This design comes from an exercise in tuning for small area on the open sky130 flow, not from production work. No functional check of the RTL was part of any run shown here. The flow treats the clock pin as an ideal source, which a real chip does not have. Power figures rest on the tool's default switching activity, not on a simulated workload.

==> flow/design.v, too long to show whole: its modules and the start of the top module <==
// module fa_cell: 10 lines
// module sel_cell: 11 lines
// module conv_l1: 2237 lines
module conv_l1(
    	input clk,
    	input reset,
    	input [7:0] pxl_in,
		input [7:0] kernel_00, input [7:0] kernel_01, input [7:0] kernel_02,
		input [7:0] kernel_10, input [7:0] kernel_11, input [7:0] kernel_12,
		input [7:0] kernel_20, input [7:0] kernel_21, input [7:0] kernel_22,
    	output [15:0] pxl_out,
		output valid
    );
  // ...
==> flow/flow/run.sh <==
#!/bin/bash
# The standard layout (standard.sh) with a leaner clock tree: clock tree
# synthesis builds sink clusters of buf_12 without dummy loads, then
# post_cts.tcl resizes each leaf buffer to the smallest that keeps the
# flip-flop clock-pin slew under LEAF_SLEW_PS.
set -euo pipefail
here=$(cd "$(dirname "$0")" && pwd)
export CTS_ARGS="-sink_clustering_enable -repair_clock_nets -dont_use_dummy_load -sink_clustering_size 35 -sink_clustering_max_diameter 70 -buf_list sky130_fd_sc_hd__buf_12 -tree_buf sky130_fd_sc_hd__buf_8"
export POST_CTS_TCL="$here/post_cts.tcl"
export LEAF_SLEW_PS=119
export IO_CONSTRAINTS="$here/io.tcl"
export BUFFER_PORTS_ARGS="-buffer_cell sky130_fd_sc_hd__buf_2"
bash standard.sh > standard.log 2>&1
==> flow/flow/io.tcl <==
# All ports on one stretch of the left edge, next to each other, so the
# adder tree and the pixel taps gather there instead of spreading over the die.
set die [[ord::get_db_block] getDieArea]
set h [expr {[$die dy] / 1000.0}]
set lo [expr {int($h / 2 - 85)}]
set hi [expr {int($h / 2 + 85)}]
set_io_pin_constraint -pin_names [get_ports *] -region left:$lo-$hi
==> flow/flow/leafsize.tcl <==
# Resize each clock-tree leaf buffer (one that drives only flip-flop clock
# pins) to the smallest of the candidate buffers (listed by rising area) that
# keeps the slew at its flip-flops' clock pins at most target_ps; if none
# does, to the candidate with the lowest slew.
proc leaf_worst_slew {sinks} {
  set w 0
  foreach pin $sinks {
    foreach q {slew_max_rise slew_max_fall} {
      set s [get_property $pin $q]
      if {$s > $w} { set w $s }
    }
  }
  return $w
}

proc leaf_resize {target_ps cands} {
  set target [expr {$target_ps / 1000.0}]
  set block [ord::get_db_block]
  set n 0
  set before 0.0
  set after 0.0
  foreach inst [$block getInsts] {
    if {![string match "clkbuf_*" [$inst getName]]} continue
    set out ""
    foreach it [$inst getITerms] { if {[$it isOutputSignal]} { set out [$it getNet] } }
    if {$out eq "" || $out eq "NULL"} continue
    set leaf 1
    foreach it [$out getITerms] {
      if {[$it isOutputSignal]} continue
      if {![string match "*__df*" [[[$it getInst] getMaster] getName]]} { set leaf 0; break }
    }
    if {!$leaf} continue
    set sinks [get_pins -of_objects [get_nets [$out getName]] -filter "direction==input"]
    if {[llength $sinks] == 0} continue
    set m [$inst getMaster]
    set before [expr {$before + [$m getWidth] * [$m getHeight] / 1e6}]
    set iname [$inst getName]
    set chosen ""
    set best ""
    set bestw 1e9
    foreach c $cands {
      replace_cell [get_cells $iname] $c
      set w [leaf_worst_slew $sinks]
      if {$w <= $target} { set chosen $c; break }
      if {$w < $bestw} { set bestw $w; set best $c }
    }
    if {$chosen eq ""} { set chosen $best; replace_cell [get_cells $iname] $chosen }
    set m [$inst getMaster]
    set after [expr {$after + [$m getWidth] * [$m getHeight] / 1e6}]
    incr n
  }
  puts [format "leaf_resize: %d leaf buffers, area %.1f -> %.1f um2" $n $before $after]
}
==> flow/flow/post_cts.tcl <==
# Runs at the end of ORFS's CTS step (POST_CTS_TCL): resize the clock-tree
# leaf buffers to the smallest that keeps the flip-flop clock-pin slew low.
source [file join [file dirname [info script]] leafsize.tcl]
set_propagated_clock [all_clocks]
estimate_parasitics -placement
leaf_resize $::env(LEAF_SLEW_PS) {sky130_fd_sc_hd__buf_2 sky130_fd_sc_hd__buf_4 sky130_fd_sc_hd__buf_6 sky130_fd_sc_hd__buf_8 sky130_fd_sc_hd__buf_12 sky130_fd_sc_hd__clkbuf_16 sky130_fd_sc_hd__buf_16}
detailed_placement
check_placement -verbose
==> flow/standard.sh <==
#!/bin/bash
# synth_recipe.tcl (not shown) runs the flow's synth.tcl, then flattens the netlist and writes it again
# the make line also repeats each setting of config.mk as NAME=value (left out here)
make -C /OpenROAD-flow-scripts/flow DESIGN_CONFIG=/design/flow/config.mk WORK_HOME=/design/flow/orfs CLKGATE_MAP_FILE= SYNTH_SCRIPT=/design/flow/synth_recipe.tcl "${@:-finish}"
==> flow/config.mk <==
export PLATFORM = sky130hd
export DESIGN_NAME = conv_l1
export DESIGN_NICKNAME = conv_l1
export VERILOG_FILES = /design/flow/design.v
export SDC_FILE = /design/flow/constraint.sdc
export NUM_CORES = 8
export LEC_CHECK = 0
export CAP_MARGIN = 20
export CORE_MARGIN = 2
export CORE_UTILIZATION = 60
export GPL_TIMING_DRIVEN = 0
export PLACE_DENSITY = 0.75
export SETUP_SLACK_MARGIN = 0.2
export SLEW_MARGIN = 20
export SYNTH_HIERARCHICAL = 1
==> flow/constraint.sdc <==
create_clock -name core_clock -period 12.0 [get_ports {clk}]
set_input_delay 2.4000 -clock core_clock [delete_from_list [all_inputs] [get_ports {clk}]]
set_output_delay 2.4000 -clock core_clock [all_outputs]
set_load 0.01 [all_outputs]
==> impl_metrics.toml, run 1 <==
[final_layout]
top_regs = "line: 19296 flops, counter1: 11 flops, counter2: 2 flops"
antenna_cells = 22
clk_share_pct = 3.32
inv_count = 35
largest_register_ffs = 19300
multi_input_area_share_pct = 2.95
signal_buffers = 152
final_area_sq_mm = 0.425

[floorplanning]
initial_core_util_pct = 60.2
dieArea_sq_mm = 0.671

[sta]
final_max_slew_viol_count = 0
fin_crit_sh_pct = 97.2

[routing]
wl_met2_microns = 158000
routedWlPerCell_microns = 14.4
drc = 0
dr_total_vias = 125000
drt-met1-wl_microns = 240000

[synth]
synth_area_leaders = "dfxtp_1, fa_1, a222oi_1"
ys_seq_elements = 19300
async_flop_share_pct = 0
yosys_warnings = 7
syn_inst = 20300
synth_top_family_by_area = "adder cells"

[outcome]
status = "timing/DRC/antenna clean"

[power_and_ir_drop]
clock_power_share_pct = 26.8
total_power_w = 0.0942
powerSeq_w = 0.0642

[critical_path]
critPathSlowestCell = "a222oi_1"
r2r_end = "counter1[10]$_SDFF_PP0_"
reg2regPathDepth = 5
cp_common_cell = "fa_2"
worstSetupStartpointType = "input pin"

[global_route]
grt_overflow = 0
grt_usage_pct = 12.6
use_met2_pct = 16.9

[placed_design]
routabilityCongestion = 0.817
==> run 2, diff against run 1 <==
--- a/flow/config.mk
+++ b/flow/config.mk
@@ -12,3 +12,3 @@
 export PLACE_DENSITY = 0.75
-export SETUP_SLACK_MARGIN = 0.2
+export SETUP_SLACK_MARGIN = 0.1
 export SLEW_MARGIN = 20
==> run 2 against run 1 <==
Global-route usage did not move. Synthesized area unchanged. First-iteration DRC count is 1.5% lower. Sequential cell count stayed put. Fmax fell by 0.71%. Synthesized cell count stayed put. Cell area about the same. Critical path type unchanged.
==> impl_metrics.toml, run 2 <==
[sta]
final_max_slew_viol_count = 0
whs_ns = 0.193
finClkSkew_ns = 0.145
slew_headroom_pct = 26.2
fin_crit_sh_pct = 97.9
max_freq_mhz = 85.2
post-route-min-period_ns = 11.74
hold_violations = 0
worst_pin_slew_ns = 1.11
setup_violations = 0
rsz0062_at_grt = "false"

[routing]
first_pass_iters = 13
dr_total_vias = 125000
drc = 0
routedWlPerCell_microns = 14.4
routed_wl_microns = 431000
first_iter_violations = 8276
via_per_inst = 4.18
antenna_left = 0

[global_route]
grt_usage_pct = 12.6
grt_overflow = 0
grt_max_degree = 36
grt_pass1_wl_microns = 694000
antenna_found_initial = 39
grt_pass1_vias = 125000

[cts]
cts_tree = "yes"
path_clk_slew_ns = 0.11
cts.sinks = 19300
insertion_delay_ns = 1.17

[final_layout]
largest_register_ffs = 19300
final_layout_size_suffix_gt1_share_pct = 4.33
final_common_cell = "dfxtp_1"
area_delta_synth_final_pct = 6.62
regMostFlops = "line"
final_cell_mix = "dfxtp_1, clkbuf_16, fa_1"
nets = 21600
top_regs = "line: 19296 flops, counter1: 11 flops, counter2: 2 flops"

[power_and_ir_drop]
power_density_mw_per_mm2 = 221
power_leakage_nw = 166
peakVddDrop_v = 0.00186
total_power_w = 0.0940

[synth]
synth_most_common_cell = "dfxtp_1"
yosys.area.top_type = "dfxtp_1"
syn_area_sq_mm = 0.399
synthAdderAreaFrac_pct = 1.99
synth_area_leaders = "dfxtp_1, fa_1, a222oi_1"
synth_xor_area_share_pct = 0.0351
synth_ff_type = "dfxtp_1"
synthMuxAreaShare_pct = 0
synth-simple-area-share_pct = 0.324
syn_inst = 20300
synth_top_family_by_area = "adder cells"
yosys_warnings = 7
synth_area_per_cell_sq_um = 19.6
synth_compound_area_share_pct = 0.678
synth_cell_type_count = 36
yosys.area.top_type_share_pct = 96.9
ys_seq_elements = 19300
synth_commonest_cells = "dfxtp_1, fa_1, a222oi_1"
async_flop_share_pct = 0
ys_seq_area_share_pct = 96.9
synth_edf_count = 0

[critical_path]
worstSetupPathType = "in2out"
crit_fanout = 8
cp_slowest_stage_delay_ns = 0.71
crit_path_end_kind = "output pin"
arrival_ns = 9.34
required_ns = 9.60
worstSetupStartpointType = "input pin"
path_cells = "buf_2 > nor2b_1 > a222oi_1 > fa_2 > fa_1 > fa_1 > fa_1 > fa_2 > fa_2 > fa_1 > fa_2 > fa_1 > inv_2 > ha_4 > a21oi_4 > o21ai_2 > a41oi_2 > fa_2 > inv_1 > buf_2"
critPathSlowestCell = "nor2b_1"

[placed_design]
port-buffer-count = 90
routabilityCongestion = 0.817
hpwl_microns = 230000

[outcome]
status = "timing/DRC/antenna clean"

[run]
maxCapViolations = 0

[worst_hold_path]
hold_class = "reg2reg"

[floorplanning]
initial_core_util_pct = 60.2
dieArea_sq_mm = 0.671
die_h_microns = 819
die_w_microns = 819
rows = 299
fp.coreArea_sq_mm = 0.663
ios = 99
run 2: changes by cell type in the layout (fill, tap and decap cells not counted), moves of 2 or more:
cell and delta:
buf_2 +2, dfxtp_1 +3, buf_4 -6, fa_1 +11
clkbuf_4 -2, nor2b_1 +17, ha_1 +3, dfxtp_4 -3
nor2b_2 -17, fa_2 -11, ha_2 -2, buf_6 -2
run 2: per-module statistics from Yosys, one instance, submodules excluded:
module    area, sq um  flops+latches  cells  copies in the design
conv_l1        389000          19300  19700                     1
fa_cell          20.0              0      1                   380
sel_cell         10.0              0      1                   256
run 2: stage by stage:
stage,util (%),std cells,area (sq um),setup TNS [ns],setup slack (ns)
3_5_place_dp,62.0,29300,410000,-1.91,-0.548
5_1_grt,64.2,30000,425000,0,0.0967
2_1_floorplan,-,20300,399000,0,0.936
3_3_place_gp,62.0,29300,410000,-2.06,-0.598
6_report,64.2,30000,425000,0,0.256
run 2: cells by family after synthesis:
| logic type | Yosys count |
|---|---|
| adders and majority gates | 405 |
| buffers and inverters | 61 |
| xor gates and xnor gates | 16 |
| DFF | 19300 |
| other | 1 |
| and+or+nand+nor | 261 |
| AOI/OAI and AO/OA | 277 |
run 2: area by class of cell:
class / count / area, sq um
Antenna cell: 22 / 55.1
Buffer: 20 / 87.6
Clock buffer: 642 / 14100
Fill cell: 44500 / 237000
Inverter: 35 / 131
Multi-Input combinational cell: 967 / 12500
Sequential cell: 19300 / 387000
Tap cell: 8879 / 11100
Timing Repair Buffer: 125 / 722
run 2: worst max-delay path: cells and delay by family:
family	cells	cell delay, ns
compound gates	4	0.72
buf+inv	4	0.33
fa+ha+maj	11	5.17
simple gates	1	0.71
run 2: routing by layer:
metal,vias to the layer above,part of all wire (%),global-route usage (%)
met2,1419,37,16.9
li1,63900,-,-
met5,-,0.045,0
met4,32,2.8,3.29
met3,806,4.7,2.45
met1,59200,56,21.0
run 2: final timing paths:
kind | start | to | slack, ns | cells after the start
max reg2reg | counter1[0]$_SDFF_PP0_ | counter1[10]$_SDFF_PP0_ | 10.41 | 5
max | kernel_02[0] | pxl_out[12] | 0.26 | 20
min reg2reg | line[18259]$_DFF_P_ | line[18267]$_DFF_P_ | 0.19 | 0
min | line[18259]$_DFF_P_ | line[18267]$_DFF_P_ | 0.19 | 0
run 2: where the power goes:
part / total [W] / internal [W] / switching, W
clock: 0.0252 / 0.00869 / 0.0166
sequential: 0.0642 / 0.0641 / 0.0000264
combinational: 0.00460 / 0.00207 / 0.00254
total: 0.0940 / 0.0749 / 0.0191
==> run 3, diff against run 2 <==
--- a/flow/flow/run.sh
+++ b/flow/flow/run.sh
@@ -7,3 +7,3 @@
 here=$(cd "$(dirname "$0")" && pwd)
-export CTS_ARGS="-sink_clustering_enable -repair_clock_nets -dont_use_dummy_load -sink_clustering_size 35 -sink_clustering_max_diameter 70 -buf_list sky130_fd_sc_hd__buf_12 -tree_buf sky130_fd_sc_hd__buf_8"
+export CTS_ARGS="-sink_clustering_enable -repair_clock_nets -dont_use_dummy_load -sink_clustering_size 33 -sink_clustering_max_diameter 80 -buf_list sky130_fd_sc_hd__buf_12 -tree_buf sky130_fd_sc_hd__buf_4"
 export POST_CTS_TCL="$here/post_cts.tcl"
==> run 3 against run 2 <==
The layout now fails its checks (negative setup slack). Highest routed layer unchanged. Power down 0.31%. Largest power group unchanged. Sequential cell count did not move. Critical path depth is 2 higher.
==> impl_metrics.toml, run 3 <==
[final_layout]
multiInputGateArea_sq_mm = 0.0123
nets = 21600
area_delta_synth_final_pct = 6.16
largest_register_ffs = 19300
final_cell_mix = "dfxtp_1, buf_12, fa_1"
regArea_sq_mm = 0.387
final_common_cell = "dfxtp_1"
final_cells = 30000
regMostFlops = "line"
final_area_sq_mm = 0.423
fillers = 44600
top_regs = "line: 19296 flops, counter1: 11 flops, counter2: 2 flops"
final_layout_size_suffix_gt1_share_pct = 4.06

[sta]
final_max_slew_viol_count = 0
hold_violations = 0
post-route-min-period_ns = 12.11
max_freq_mhz = 82.6
fin_ws_ns = -0.109
finClkSkew_ns = 0.254
rsz0062_at_grt = "true"
setup_violations = 4
worst_pin_slew_ns = 1.20
slew_headroom_pct = 19.9
fin_crit_sh_pct = 101

[synth]
synth_most_common_cell = "dfxtp_1"
yosys.area.top_type_share_pct = 96.9
yosys_warnings = 7
synth_edf_count = 0
synth_area_leaders = "dfxtp_1, fa_1, a222oi_1"
synth_commonest_cells = "dfxtp_1, fa_1, a222oi_1"
syn_inst = 20300
synth_cell_type_count = 36
ys_seq_area_share_pct = 96.9
ys_seq_elements = 19300
async_flop_share_pct = 0
synth_ff_type = "dfxtp_1"
yosys.area.top_type = "dfxtp_1"
synth_area_per_cell_sq_um = 19.6
syn_area_sq_mm = 0.399

[cts]
cts.sinks = 19300
path_clk_slew_ns = 0.11
insertion_delay_ns = 1.54
cts_tree = "yes"

[critical_path]
worstSetupPathType = "reg2out"
arrival_ns = 9.71
worstSetupStartpointType = "register"
crit_path_end_kind = "output pin"
required_ns = 9.60
crit_fanout = 4

[floorplanning]
fp.coreArea_sq_mm = 0.663
ios = 99
die_w_microns = 819
initial_core_util_pct = 60.2
dieArea_sq_mm = 0.671
die_h_microns = 819
rows = 299

[placed_design]
placed_cells = 29300
routabilityCongestion = 0.817
dp_slack_ns = -0.548
post_dp_cell_area_sq_mm = 0.410
port-buffer-count = 90
hpwl_microns = 230000

[routing]
dr_total_vias = 126000
first_iter_violations = 7980
antenna_left = 0
routed_wl_microns = 430000
drc = 0
first_pass_iters = 14
routedWlPerCell_microns = 14.3
via_per_inst = 4.18

[run]
maxCapViolations = 0

[power_and_ir_drop]
power_leakage_nw = 165
total_power_w = 0.0937
peakVddDrop_v = 0.00167
power_density_mw_per_mm2 = 221

[global_route]
antenna_found_initial = 45
grt_pass1_wl_microns = 693000
grt_max_degree = 34
grt_pass1_vias = 126000
grt_usage_pct = 12.6
grt_overflow = 0

[worst_hold_path]
hold_class = "reg2reg"

[outcome]
check.faults = "negative setup slack"
status = "complete, but fails checks"
-- run 3: cell counts after synthesis --
No cell type changed its count.
-- run 3: final timing paths --
path	startpoint	end	slack (ns)	cells after the start
worst max-delay path	line[19288]$_DFF_P_	pxl_out[13]	-0.11	22
worst min-delay path	line[80]$_DFF_P_	line[88]$_DFF_P_	0.08	0
worst max register to register	counter1[0]$_SDFF_PP0_	counter1[10]$_SDFF_PP0_	10.39	5
worst min register to register	line[80]$_DFF_P_	line[88]$_DFF_P_	0.08	0
-- run 3: report_power, final --
group | total, W | internal (W) | switching (W)
clock | 0.0246 | 0.00794 | 0.0167
combinational | 0.00496 | 0.00231 | 0.00265
sequential | 0.0641 | 0.0641 | 0.0000268
-- run 3: area by class of cell --
class / instances / area share (%)
well taps: 8879 / 2.62
repair buffers: 113 / 0.153
diodes: 29 / 0.0171
plain buffers: 25 / 0.0230
clock buffers: 661 / 2.94
inverters: 35 / 0.0310
flip-flops and latches: 19300 / 91.3
multi-input cells: 967 / 2.91
-- run 3: modules after synthesis (local to each module, per instance) --
module,area (sq um),flops+latches
conv_l1,389000,19300
fa_cell,20.0,0
sel_cell,10.0,0
-- run 3: cells by family (layout without fill, tap and decap cells) --
group           count (synthesis)  in the layout  synth area share [%]
simple gates                  261            261                 0.324
fa+ha+maj                     405            405                  1.99
compound gates                277            277                 0.678
other cells                     1             37              0.000940
flops                       19300          19300                  96.9
xor+xnor                       16             16                0.0351
buf+inv                        61            834                0.0583
-- run 3: worst max-delay path, cell delays in order, from the launching register on --
cell and delay, ns:
dfxtp_4 0.37, ha_4 0.15, fa_2 0.33, fa_2 0.36
fa_2 0.45, buf_6 0.14, a222oi_1 0.92, fa_2 0.65
fa_2 0.61, fa_2 0.46, fa_2 0.52, fa_2 0.41
fa_2 0.58, fa_2 0.49, fa_1 0.52, inv_2 0.05
ha_4 0.28, nand2_2 0.06, o21ai_2 0.14, a41oi_2 0.06
fa_2 0.40, xnor2_2 0.18, buf_2 0.16
-- run 3: through the flow --
| stage | setup TNS (ns) | hold slack, ns | util (%) |
|---|---|---|---|
| 2_1_floorplan | 0 | 0.310 | - |
| 3_3_place_gp | -2.06 | 0.309 | 62.0 |
| 6_report | -0.337 | 0.0757 | 63.9 |
| 5_1_grt | -2.02 | 0.0600 | 63.9 |
| 3_5_place_dp | -1.91 | 0.312 | 62.0 |
-- run 3: per-layer routing --
layer	vias to the layer above	GRT usage, %	part of all wire (%)	wire, microns
met2	1401	16.9	37	158000
met5	-	0	0.073	312
met4	50	3.20	2.8	11900
li1	63900	-	-	-
met1	59300	20.9	56	240000
met3	844	2.65	4.7	20300

-- re-timing with driven ports --
How much do the figures lean on ideal ports? The routed layouts below were timed once more, with nothing changed but the port constraints. Step 1, drivers: a clkbuf_16 drives clk and a buf_2 each remaining input, both assumed. Step 2 also shifts input and output timing later by t, the mid clock arrival at the registers, as if the neighbouring blocks saw the same clock. a / b / c = no drivers / after step 1 / after step 2; a / b = the first two.
run	t, ns	setup slack, ns	worst hold slack (ns)	clock arrival spread, ns
run 1	1.163	0.339 / 0.193 / 0.193	0.186 / 0.186 / 0.186	0.221 / 0.222
run 2	1.165	0.256 / 0.099 / 0.099	0.193 / 0.193 / 0.193	0.220 / 0.220
run 3	1.469	-0.109 / -0.207 / -0.145	0.076 / 0.076 / 0.076	0.348 / 0.348
For run 2, which loses most, drivers alone change the setup slack by -0.157 ns; drivers and shift together by -0.157 ns.
